This is an optimization exercise on Yosys and OpenROAD, whose aim is small area, a short achievable clock period and few clock cycles, not a production implementation.
The RTL was checked by simulation tests, not by an equivalence proof against the original design.

==> flow/design.v <==
module interpolation (
    input           clk,
    input           RST,
    input           START,
    input   [5:0]   H0,
    input   [5:0]   V0,
    input   [3:0]   SW,
    input   [3:0]   SH,
    output          REN,
    input   [7:0]   R_DATA,
    output  [11:0]  ADDR,
    output  [7:0]   O_DATA,
    output          O_VALID
);
assign REN = 1'b0;
reg [5:0] h0;
reg [3:0] sw, sh;            
reg [5:0] rrow;              
reg [3:0] ryf;               
reg [3:0] rc;                
reg       rsub;              
reg [11:0] addr;
reg        a_vld, a_bot;     
reg [3:0]  a_yr;
reg        r_top, r_last;    
reg [7:0] T, B;
reg [3:0] c_yr;
reg       cfull;
reg [7:0] N;
reg       nv;
reg [1:0] cnt;               
reg        loaded;
reg [4:0]  oj;                
reg [3:0]  xp;                
reg [7:0]  vl, vu;
reg [7:0]  odata;
reg        ovalid;
assign ADDR = addr;
assign O_DATA = odata;
assign O_VALID = ovalid;
function [7:0] lerp3;
    input [7:0] c, a, b;
    input [3:0] r;
    reg [11:0] x0, x1, x2, x3, x4, s1, c1, s2, c2, s;
    begin
        x0 = {4'd0, c};
        x1 = {4'd0, r[0] ? b : a};
        x2 = {3'd0, r[1] ? b : a, 1'b0};
        x3 = {2'd0, r[2] ? b : a, 2'b0};
        x4 = {1'd0, r[3] ? b : a, 3'b0};
        s1 = x0 ^ x1 ^ x2;
        c1 = ((x0 & x1) | (x0 & x2) | (x1 & x2)) << 1;
        s2 = s1 ^ c1 ^ x3;
        c2 = ((s1 & c1) | (s1 & x3) | (c1 & x3)) << 1;
        s = s2 + c2 + x4;
        lerp3 = s[11:4];
    end
endfunction
wire [7:0] vcol = lerp3(T, T, B, c_yr);
wire       row_end = (oj == 5'b11000);
wire [4:0] xsum = {1'b0, xp} + {1'b0, sw};
wire       pop_next = row_end | xsum[4];
wire       avail = nv | cfull;
wire       produce = loaded;
wire       want = ~loaded | pop_next;
wire       take = want & avail;
wire [7:0] src = nv ? N : vcol;
wire       issue = rsub | (cnt != 2'd2) | take;
wire       col_done = rsub | (ryf == 4'd0);
wire [4:0] ysum = {1'b0, ryf} + {1'b0, sh};
always @(posedge clk) begin
    addr <= {rrow + {5'd0, rsub}, h0 + {2'd0, rc}};
    a_yr <= ryf;
    a_bot <= rsub;
    odata <= lerp3(vu, vl, vu, xp);    
    if (r_top)
        T <= R_DATA;
    if (r_last)
        B <= R_DATA;
    if (a_vld & a_bot)
        c_yr <= a_yr;
    if (take) begin
        vl <= vu;
        vu <= src;
    end
    if (nv ? take : ~take)
        N <= vcol;
    if (START) begin
        h0 <= H0;
        sw <= SW - 4'd1;
        sh <= SH - 4'd1;
    end
end
always @(posedge clk) begin
    if (START) begin
        rrow <= V0;
        ryf <= 4'd0;
        rc <= 4'd0;
        rsub <= 1'b0;
        a_vld <= 1'b0;
        r_top <= 1'b0;
        r_last <= 1'b0;
        cfull <= 1'b0;
        nv <= 1'b0;
        cnt <= 2'd0;
        loaded <= 1'b0;
        oj <= 5'd1;
        xp <= 4'd15;
        ovalid <= 1'b0;
    end else begin
        a_vld <= issue;
        r_top <= a_vld & ~a_bot;
        r_last <= a_vld & (a_bot | (a_yr == 4'd0));
        if (issue) begin
            if (col_done) begin
                rsub <= 1'b0;
                if (rc == sw) begin
                    rc <= 4'd0;
                    ryf <= ysum[3:0];
                    rrow <= rrow + {5'd0, ysum[4]};
                end else begin
                    rc <= rc + 4'd1;
                end
            end else begin
                rsub <= 1'b1;
            end
        end
        cnt <= cnt + {1'b0, issue & ~rsub} - {1'b0, take};
        if (take)
            nv <= nv & cfull;
        else if (cfull)
            nv <= 1'b1;
        cfull <= r_last | (cfull & nv & ~take);
        ovalid <= produce & ~RST;
        if (produce) begin
            if (row_end) begin
                oj <= 5'd1;
                xp <= 4'd15;
            end else begin
                oj <= {oj[3:0], oj[4] ^ oj[2]};
                xp <= xsum[3:0];
            end
            loaded <= ~pop_next | take;
        end else if (take) begin
            loaded <= 1'b1;
        end
    end
end
endmodule
clock: 32.0 ns
lec_check: 0
cap_margin: 20
core_margin: 2
core_utilization: 40
slew_margin: 60
standard.sh (not shown) runs the stock make flow with config.mk's settings and CLKGATE_MAP_FILE= SYNTH_SCRIPT=/design/flow/synth_recipe.tcl, a recipe that flattens the netlist after the stock synthesis.
==> flow/flow/run.sh <==
#!/bin/bash
# Standard ORFS flow with buf_2 port buffers and a clock tree of clkbuf_4
# leaf cells under a clkbuf_16 root, without dummy loads. The make output
# goes to flow_make.log here; ORFS logs each tool
# under orfs/logs/.
set -euo pipefail
export BUFFER_PORTS_ARGS="-buffer_cell sky130_fd_sc_hd__buf_2"
export CTS_ARGS="-sink_clustering_enable -repair_clock_nets -root_buf sky130_fd_sc_hd__clkbuf_16 -buf_list sky130_fd_sc_hd__clkbuf_4 -dont_use_dummy_load"
bash standard.sh > flow_make.log 2>&1
Testbench counts at the start, summed over its fixed seeds: cycles 87,218.
Edit:
--- a/flow/design.v
+++ b/flow/design.v
@@ -12,19 +12,18 @@
     output  [7:0]   O_DATA,
     output          O_VALID
 );
 assign REN = 1'b0;
 reg [5:0] h0;
 reg [3:0] sw, sh;            
+reg       start_q;           
 reg [5:0] rrow;              
 reg [3:0] ryf;               
 reg [3:0] rc;                
 reg       rsub;              
-reg [11:0] addr;
-reg        a_vld, a_bot;     
-reg [3:0]  a_yr;
+reg [11:0] addr;             
 reg        r_top, r_last;    
 reg [7:0] T, B;
 reg [3:0] c_yr;
 reg       cfull;
 reg [7:0] N;
 reg       nv;
@@ -62,26 +61,30 @@
 wire       pop_next = row_end | xsum[4];
 wire       avail = nv | cfull;
 wire       produce = loaded;
 wire       want = ~loaded | pop_next;
 wire       take = want & avail;
 wire [7:0] src = nv ? N : vcol;
-wire       issue = rsub | (cnt != 2'd2) | take;
+wire       issue = ~start_q & (rsub | (cnt != 2'd2) | take);
 wire       col_done = rsub | (ryf == 4'd0);
+wire       row_done = issue & col_done & (rc == sw);
 wire [4:0] ysum = {1'b0, ryf} + {1'b0, sh};
+wire       rsub_n = issue ? ~col_done : rsub;
+wire [3:0] rc_n = (issue & col_done) ? (row_done ? 4'd0 : rc + 4'd1) : rc;
+wire [3:0] ryf_n = row_done ? ysum[3:0] : ryf;
+wire [5:0] rrow_n = rrow + {5'd0, row_done & ysum[4]};
 always @(posedge clk) begin
-    addr <= {rrow + {5'd0, rsub}, h0 + {2'd0, rc}};
-    a_yr <= ryf;
-    a_bot <= rsub;
+    start_q <= START;
+    addr <= {rrow_n + {5'd0, rsub_n}, h0 + {2'd0, rc_n}};
     odata <= lerp3(vu, vl, vu, xp);    
     if (r_top)
         T <= R_DATA;
     if (r_last)
         B <= R_DATA;
-    if (a_vld & a_bot)
-        c_yr <= a_yr;
+    if (issue & rsub)
+        c_yr <= ryf;
     if (take) begin
         vl <= vu;
         vu <= src;
     end
     if (nv ? take : ~take)
         N <= vcol;
@@ -94,40 +97,28 @@
 always @(posedge clk) begin
     if (START) begin
         rrow <= V0;
         ryf <= 4'd0;
         rc <= 4'd0;
         rsub <= 1'b0;
-        a_vld <= 1'b0;
         r_top <= 1'b0;
         r_last <= 1'b0;
         cfull <= 1'b0;
         nv <= 1'b0;
         cnt <= 2'd0;
         loaded <= 1'b0;
         oj <= 5'd1;
         xp <= 4'd15;
         ovalid <= 1'b0;
     end else begin
-        a_vld <= issue;
-        r_top <= a_vld & ~a_bot;
-        r_last <= a_vld & (a_bot | (a_yr == 4'd0));
-        if (issue) begin
-            if (col_done) begin
-                rsub <= 1'b0;
-                if (rc == sw) begin
-                    rc <= 4'd0;
-                    ryf <= ysum[3:0];
-                    rrow <= rrow + {5'd0, ysum[4]};
-                end else begin
-                    rc <= rc + 4'd1;
-                end
-            end else begin
-                rsub <= 1'b1;
-            end
-        end
+        rrow <= rrow_n;
+        ryf <= ryf_n;
+        rc <= rc_n;
+        rsub <= rsub_n;
+        r_top <= issue & ~rsub;
+        r_last <= issue & col_done;
         cnt <= cnt + {1'b0, issue & ~rsub} - {1'b0, take};
         if (take)
             nv <= nv & cfull;
         else if (cfull)
             nv <= 1'b1;
         cfull <= r_last | (cfull & nv & ~take);
Outcome:
- The new run completed with no timing, DRC or antenna violations
- maximum frequency barely changes
- cell count goes up slightly
- worst setup slack is better by 0.0079 ns
- core utilization goes up by 0.30 points
- count of clock-buffer cells in the layout goes down by 8
Testbench counts after the change, summed over its fixed seeds: cycles 85,208.

========
red:
interpolation, a different RTL version from the one above (not shown whole).
For scale: ~96 flip-flops, about 53 I/O pins, roughly 6300 sq um of cells after synthesis.
// interpolation
module interpolation (
    input           clk,
    input           RST,
    input           START,
    input   [5:0]   H0,
    input   [5:0]   V0,
    input   [3:0]   SW,
    input   [3:0]   SH,
    output          REN,
    input   [7:0]   R_DATA,
    output  [11:0]  ADDR,
    output  [7:0]   O_DATA,
    output          O_VALID
);
==> module interpolation, before the edit <==
module interpolation (
    input           clk,
    input           RST,
    input           START,
    input   [5:0]   H0,
    input   [5:0]   V0,
    input   [3:0]   SW,
    input   [3:0]   SH,
    output          REN,
    input   [7:0]   R_DATA,
    output  [11:0]  ADDR,
    output  [7:0]   O_DATA,
    output          O_VALID
);
assign REN = 1'b0;
reg [3:0] sw, sh;            
reg [3:0] ryf;               
reg [3:0] rc;                
reg       rsub;              
reg [11:0] addr;             
reg        r_top, r_last;    
reg [7:0] T, B;
reg [3:0] c_yr;
reg       cfull;
reg [7:0] N;
reg       nv;
reg        loaded;
reg [4:0]  oj;                
reg [3:0]  xp;                
reg [7:0]  vl, vu;
reg [7:0]  odata;
reg        ovalid;
assign ADDR = addr;
assign O_DATA = odata;
assign O_VALID = ovalid;
function [7:0] lerp3;
    input [7:0] c, a, b;
    input [3:0] r;
    reg [11:0] x0, x1, x2, x3, x4, s1, c1, s2, c2, s;
    begin
        x0 = {4'd0, c};
        x1 = {4'd0, r[0] ? b : a};
        x2 = {3'd0, r[1] ? b : a, 1'b0};
        x3 = {2'd0, r[2] ? b : a, 2'b0};
        x4 = {1'd0, r[3] ? b : a, 3'b0};
        s1 = x0 ^ x1 ^ x2;
        c1 = ((x0 & x1) | (x0 & x2) | (x1 & x2)) << 1;
        s2 = s1 ^ c1 ^ x3;
        c2 = ((s1 & c1) | (s1 & x3) | (c1 & x3)) << 1;
        s1 = s2 ^ c2 ^ x4;
        c1 = ((s2 & c2) | (s2 & x4) | (c2 & x4)) << 1;
        s = s1 + c1;
        lerp3 = s[11:4];
    end
endfunction
wire [7:0] vcol = lerp3(T, T, B, c_yr);
wire       row_end = (oj == 5'b11000);
wire [4:0] xsum = {1'b0, xp} + {1'b0, sw};
wire       pop_next = row_end | xsum[4];
wire       avail = nv | cfull;
wire       produce = loaded;
wire       want = ~loaded | pop_next;
wire       take = want & avail;
wire [7:0] src = nv ? N : vcol;
wire       issue = (rsub | ~(nv & cfull | nv & r_last | cfull & r_last) | take);
wire       col_done = rsub | (ryf == 4'd0);
wire       row_done = issue & col_done & (rc == sw);
wire [4:0] ysum = {1'b0, ryf} + {1'b0, sh};
wire       rsub_n = issue ? ~col_done : rsub;
wire       col_up = issue & col_done;
wire [5:0] acol_n = addr[5:0] + {row_done ? {2'b11, ~sw} : 6'd0} + {5'd0, col_up};
wire [3:0] rc_n = (issue & col_done) ? (row_done ? 4'd0 : rc + 4'd1) : rc;
wire [3:0] ryf_n = row_done ? ysum[3:0] : ryf;
wire       row_up = issue & ~rsub & (~col_done | (row_done & ysum[4]));
wire       row_dn = issue & rsub & ~(row_done & ysum[4]);
wire [5:0] arow_n = addr[11:6] + {{5{row_dn}}, row_dn | row_up};
always @(posedge clk) begin
    addr[5:0] <= START ? H0 : acol_n;
    addr[11:6] <= START ? V0 : arow_n;
    odata <= lerp3(vu, vl, vu, xp);    
    if (r_top)
        T <= R_DATA;
    if (r_last)
        B <= R_DATA;
    if (issue & rsub)
        c_yr <= ryf;
    if (take) begin
        vl <= vu;
        vu <= src;
    end
    if (nv ? take : ~take)
        N <= vcol;
    if (START) begin
        sw <= SW - 4'd1;
        sh <= SH - 4'd1;
    end
end
always @(posedge clk) begin
    if (START) begin
        ryf <= 4'd0;
        rc <= 4'd0;
        rsub <= 1'b0;
        r_top <= 1'b0;
        r_last <= 1'b0;
        cfull <= 1'b0;
        nv <= 1'b0;
        loaded <= 1'b0;
        oj <= 5'd1;
        xp <= 4'd15;
        ovalid <= 1'b0;
    end else begin
        ryf <= ryf_n;
        rc <= rc_n;
        rsub <= rsub_n;
        r_top <= issue & ~rsub;
        r_last <= issue & col_done;
        if (take)
            nv <= nv & cfull;
        else if (cfull)
            nv <= 1'b1;
        cfull <= r_last | (cfull & nv & ~take);
        ovalid <= produce & ~RST;
        if (produce) begin
            if (row_end) begin
                oj <= 5'd1;
                xp <= 4'd15;
            end else begin
                oj <= {oj[3:0], oj[4] ^ oj[2]};
                xp <= xsum[3:0];
            end
            loaded <= ~pop_next | take;
        end else if (take) begin
            loaded <= 1'b1;
        end
    end
end
endmodule
Settings: LEC_CHECK=0, CAP_MARGIN=20, CORE_MARGIN=2, CORE_UTILIZATION=40, SLEW_MARGIN=60; clock period 32.0 ns.
==> flow/flow/run.sh <==
#!/bin/bash
# Standard ORFS flow with buf_2 port buffers and a clock tree of clkbuf_8
# cells (root and leaves), without dummy loads. The make output
# goes to flow_make.log here; ORFS logs each tool
# under orfs/logs/.
set -euo pipefail
export BUFFER_PORTS_ARGS="-buffer_cell sky130_fd_sc_hd__buf_2"
export CTS_ARGS="-sink_clustering_enable -repair_clock_nets -root_buf sky130_fd_sc_hd__clkbuf_8 -buf_list sky130_fd_sc_hd__clkbuf_4 -dont_use_dummy_load"
bash standard.sh > flow_make.log 2>&1
Testbench counts of red, summed over its fixed seeds: cycles 84,952.
### red -> blue
--- a/flow/design.v
+++ b/flow/design.v
@@ -44,15 +44,13 @@
         x3 = {2'd0, r[2] ? b : a, 2'b0};
         x4 = {1'd0, r[3] ? b : a, 3'b0};
         s1 = x0 ^ x1 ^ x2;
         c1 = ((x0 & x1) | (x0 & x2) | (x1 & x2)) << 1;
         s2 = s1 ^ c1 ^ x3;
         c2 = ((s1 & c1) | (s1 & x3) | (c1 & x3)) << 1;
-        s1 = s2 ^ c2 ^ x4;
-        c1 = ((s2 & c2) | (s2 & x4) | (c2 & x4)) << 1;
-        s = s1 + c1;
+        s = s2 + c2 + x4;
         lerp3 = s[11:4];
     end
 endfunction
 wire [7:0] vcol = lerp3(T, T, B, c_yr);
 wire       row_end = (oj == 5'b11000);
 wire [4:0] xsum = {1'b0, xp} + {1'b0, sw};
Compared with red, blue shows a pin slew with the least headroom to its limit that is 0.0072 ns lower. Any difference in fraction of the cycle the final worst path needs between blue and red is small enough to ignore. Of blue and red, it is blue that has the higher time the final worst path needs with I/O delays and setup. The fmax was comparable across red and blue. Between red and blue, relative area change from synthesis to final layout is lower for red, blue comes in above that. Taking red as the reference point, the simple-gate share of the synthesized area of blue rises by 0.59 points. blue vs. red: fraction of met3 tracks used by global routing about even; cell area climbed 1.7%; setup slack went down by 0.0087 ns. blue vs red — total placed cells including tap cells climbed by a few percent. Comparing the two runs side by side, blue comes out behind red on tightest hold margin.
Testbench counts of blue, summed over its fixed seeds: cycles 84,952.

========
interpolation, a different RTL version from the one above (not shown whole).
Size in the first run: about 610 cells after synthesis, roughly 120 flip-flops, roughly 0.0070 mm2 of cells after synthesis.
==> module interpolation, before the edit <==
module interpolation (
    input           clk,
    input           RST,
    input           START,
    input   [5:0]   H0,
    input   [5:0]   V0,
    input   [3:0]   SW,
    input   [3:0]   SH,
    output          REN,
    input   [7:0]   R_DATA,
    output  [11:0]  ADDR,
    output  [7:0]   O_DATA,
    output          O_VALID
);
assign REN = 1'b0;
reg [5:0] h0;
reg [3:0] sw, sh;            
reg [5:0] rrow;              
reg [3:0] ryf;               
reg [3:0] rc;                
reg       rsub;              
reg [11:0] addr;
reg        a_vld, a_bot;     
reg [3:0]  a_yr;
reg        r_top, r_last;    
reg [7:0] T, B;
reg [3:0] c_yr;
reg       cfull;
reg [7:0] N;
reg       nv;
reg [1:0] cnt;               
reg        active, loaded;
reg [4:0]  oj, oi;            
reg [3:0]  xq;                
reg [7:0]  vl, vu;
reg [7:0]  odata;
reg        ovalid;
assign ADDR = addr;
assign O_DATA = odata;
assign O_VALID = ovalid;
function [7:0] lerp;
    input [7:0] a, b;
    input [3:0] r;
    reg [11:0] x0, x1, x2, x3, x4, s1, c1, s2, c2, s;
    begin
        x0 = {4'd0, a};
        x1 = {4'd0, r[0] ? b : a};
        x2 = {3'd0, r[1] ? b : a, 1'b0};
        x3 = {2'd0, r[2] ? b : a, 2'b0};
        x4 = {1'd0, r[3] ? b : a, 3'b0};
        s1 = x0 ^ x1 ^ x2;
        c1 = ((x0 & x1) | (x0 & x2) | (x1 & x2)) << 1;
        s2 = s1 ^ c1 ^ x3;
        c2 = ((s1 & c1) | (s1 & x3) | (c1 & x3)) << 1;
        s = s2 + c2 + x4;
        lerp = s[11:4];
    end
endfunction
wire [7:0] vcol = lerp(T, B, c_yr);
wire       row_end = (oj == 5'b11000);
wire [4:0] xdif = {1'b0, xq} - {1'b0, sw};
wire       pop_next = row_end | xdif[4];
wire       avail = nv | cfull;
wire       produce = active & loaded;
wire       want = active & (~loaded | (pop_next & ~(row_end & (oi == 5'b11000))));
wire       take = want & avail;
wire [7:0] src = nv ? N : vcol;
wire       issue = rsub | (cnt != 2'd2) | take;
wire       col_done = rsub | (ryf == 4'd0);
wire [4:0] ysum = {1'b0, ryf} + {1'b0, sh};
always @(posedge clk) begin
    addr <= {rrow + {5'd0, rsub}, h0 + {2'd0, rc}};
    a_yr <= ryf;
    a_bot <= rsub;
    odata <= lerp(vu, vl, xq);
    if (r_top)
        T <= R_DATA;
    if (r_last)
        B <= R_DATA;
    if (a_vld & a_bot)
        c_yr <= a_yr;
    if (take) begin
        vl <= vu;
        vu <= src;
    end
    if (nv ? take : ~take)
        N <= vcol;
    if (START) begin
        h0 <= H0;
        sw <= SW - 4'd1;
        sh <= SH - 4'd1;
    end
end
always @(posedge clk) begin
    if (START) begin
        rrow <= V0;
        ryf <= 4'd0;
        rc <= 4'd0;
        rsub <= 1'b0;
        a_vld <= 1'b0;
        r_top <= 1'b0;
        r_last <= 1'b0;
        cfull <= 1'b0;
        nv <= 1'b0;
        cnt <= 2'd0;
        active <= 1'b1;
        loaded <= 1'b0;
        oj <= 5'd1;
        oi <= 5'd1;
        xq <= 4'd0;
        ovalid <= 1'b0;
    end else begin
        a_vld <= issue;
        r_top <= a_vld & ~a_bot;
        r_last <= a_vld & (a_bot | (a_yr == 4'd0));
        if (issue) begin
            if (col_done) begin
                rsub <= 1'b0;
                if (rc == sw) begin
                    rc <= 4'd0;
                    ryf <= ysum[3:0];
                    rrow <= rrow + {5'd0, ysum[4]};
                end else begin
                    rc <= rc + 4'd1;
                end
            end else begin
                rsub <= 1'b1;
            end
        end
        cnt <= cnt + {1'b0, issue & ~rsub} - {1'b0, take};
        if (take)
            nv <= nv & cfull;
        else if (cfull)
            nv <= 1'b1;
        cfull <= r_last | (cfull & nv & ~take);
        ovalid <= produce;
        if (produce) begin
            if (row_end) begin
                oj <= 5'd1;
                xq <= 4'd0;
                oi <= {oi[3:0], oi[4] ^ oi[2]};
                if (oi == 5'b11000)
                    active <= 1'b0;
            end else begin
                oj <= {oj[3:0], oj[4] ^ oj[2]};
                xq <= xdif[3:0];
            end
            loaded <= ~pop_next | take;
        end else if (take) begin
            loaded <= 1'b1;
        end
        if (RST)
            active <= 1'b0;
    end
end
endmodule
==> flow/config.mk <==
export PLATFORM = sky130hd
export DESIGN_NAME = interpolation
export DESIGN_NICKNAME = interpolation
export VERILOG_FILES = /design/flow/design.v
export SDC_FILE = /design/flow/constraint.sdc
export NUM_CORES = 4
export LEC_CHECK = 0
export CAP_MARGIN = 20
export CORE_MARGIN = 2
export CORE_UTILIZATION = 40
export SLEW_MARGIN = 60
==> flow/constraint.sdc <==
create_clock -name core_clock -period 32.0 [get_ports {clk}]
set_input_delay 6.4000 -clock core_clock [delete_from_list [all_inputs] [get_ports {clk}]]
set_output_delay 6.4000 -clock core_clock [all_outputs]
set_load 0.01 [all_outputs]
==> flow/flow/run.sh <==
#!/bin/bash
# Standard ORFS flow with buf_2 port buffers and a clock tree of clkbuf_8
# cells. The make output goes to flow_make.log here; ORFS logs each tool
# under orfs/logs/.
set -euo pipefail
export BUFFER_PORTS_ARGS="-buffer_cell sky130_fd_sc_hd__buf_2"
export CTS_ARGS="-sink_clustering_enable -repair_clock_nets -root_buf sky130_fd_sc_hd__clkbuf_16 -buf_list sky130_fd_sc_hd__clkbuf_8 -sink_clustering_size 20 -sink_clustering_max_diameter 100 -balance_levels"
bash standard.sh > flow_make.log 2>&1
The first run completed with no timing, DRC or antenna violations.
Testbench counts at the start, summed over its fixed seeds: cycles 87,218.
Then changed:
--- a/flow/design.v
+++ b/flow/design.v
@@ -31,19 +31,19 @@
 reg [1:0] cnt;               
 reg        active, loaded;
 reg [4:0]  oj, oi;            
-reg [3:0]  xq;                
+reg [3:0]  xp;                
 reg [7:0]  vl, vu;
 reg [7:0]  odata;
 reg        ovalid;
 assign ADDR = addr;
 assign O_DATA = odata;
 assign O_VALID = ovalid;
-function [7:0] lerp;
-    input [7:0] a, b;
+function [7:0] lerp3;
+    input [7:0] c, a, b;
     input [3:0] r;
     reg [11:0] x0, x1, x2, x3, x4, s1, c1, s2, c2, s;
     begin
-        x0 = {4'd0, a};
+        x0 = {4'd0, c};
         x1 = {4'd0, r[0] ? b : a};
         x2 = {3'd0, r[1] ? b : a, 1'b0};
         x3 = {2'd0, r[2] ? b : a, 2'b0};
@@ -53,13 +53,13 @@
         s2 = s1 ^ c1 ^ x3;
         c2 = ((s1 & c1) | (s1 & x3) | (c1 & x3)) << 1;
         s = s2 + c2 + x4;
-        lerp = s[11:4];
+        lerp3 = s[11:4];
     end
 endfunction
-wire [7:0] vcol = lerp(T, B, c_yr);
+wire [7:0] vcol = lerp3(T, T, B, c_yr);
 wire       row_end = (oj == 5'b11000);
-wire [4:0] xdif = {1'b0, xq} - {1'b0, sw};
-wire       pop_next = row_end | xdif[4];
+wire [4:0] xsum = {1'b0, xp} + {1'b0, sw};
+wire       pop_next = row_end | xsum[4];
 wire       avail = nv | cfull;
 wire       produce = active & loaded;
 wire       want = active & (~loaded | (pop_next & ~(row_end & (oi == 5'b11000))));
@@ -72,7 +72,7 @@
     addr <= {rrow + {5'd0, rsub}, h0 + {2'd0, rc}};
     a_yr <= ryf;
     a_bot <= rsub;
-    odata <= lerp(vu, vl, xq);
+    odata <= lerp3(vu, vl, vu, xp);    
     if (r_top)
         T <= R_DATA;
     if (r_last)
@@ -107,7 +107,7 @@
         loaded <= 1'b0;
         oj <= 5'd1;
         oi <= 5'd1;
-        xq <= 4'd0;
+        xp <= 4'd15;
         ovalid <= 1'b0;
     end else begin
         a_vld <= issue;
@@ -137,13 +137,13 @@
         if (produce) begin
             if (row_end) begin
                 oj <= 5'd1;
-                xq <= 4'd0;
+                xp <= 4'd15;
                 oi <= {oi[3:0], oi[4] ^ oi[2]};
                 if (oi == 5'b11000)
                     active <= 1'b0;
             end else begin
                 oj <= {oj[3:0], oj[4] ^ oj[2]};
-                xq <= xdif[3:0];
+                xp <= xsum[3:0];
             end
             loaded <= ~pop_next | take;
         end else if (take) begin
Final area is unchanged; via count is lower slightly; flip-flop and latch count does not change; clock-buffer cell count is higher by 2; critical path depth stays the same; core utilization is higher by 0.16 points; clock skew hardly moves; worst setup slack got worse by 0.0074 ns; first-iteration DRC count is higher by roughly a tenth.
Testbench counts after the change, summed over its fixed seeds: cycles 87,218.

[static timing again, ports no longer ideal]
The flow's constraints put no driver on any port. The routed layouts listed below were extracted and timed again, unchanged, in two steps.
Step 1 assumes that a clkbuf_16 drives the clock port and a buf_2 every other input.
Step 2 also shifts input and output timing later by t, the mid clock arrival at the registers, as if the neighbouring blocks saw the same clock.
a / b / c = ideal / step 1 / step 2; a / b = the first two.
run	t, ns	setup slack, ns	worst hold slack (ns)	worst setup path after step 2	clock arrival spread, ns
the first run of note 1	0.386	24.796 / 24.755 / 24.484	0.421 / 0.421 / 0.421	input to register	0.037 / 0.037
the second run of note 1	0.382	24.804 / 24.763 / 24.660	0.464 / 0.464 / 0.464	input to register	0.024 / 0.025
red	0.390	24.705 / 24.673 / 24.663	0.531 / 0.531 / 0.531	input to register	0.020 / 0.021
blue	0.400	24.696 / 24.661 / 24.742	0.500 / 0.500 / 0.500	input to register	0.022 / 0.022
the first run of note 3	0.401	24.802 / 24.763 / 24.539	0.428 / 0.428 / 0.428	input to register	0.011 / 0.011
the second run of note 3	0.405	24.794 / 24.752 / 24.479	0.393 / 0.393 / 0.393	input to register	0.011 / 0.011
After both steps setup and hold are still met in every run listed. The setup slack of the second run of note 3, which loses most, moves by -0.042 ns with the drivers and by -0.315 ns with both steps.
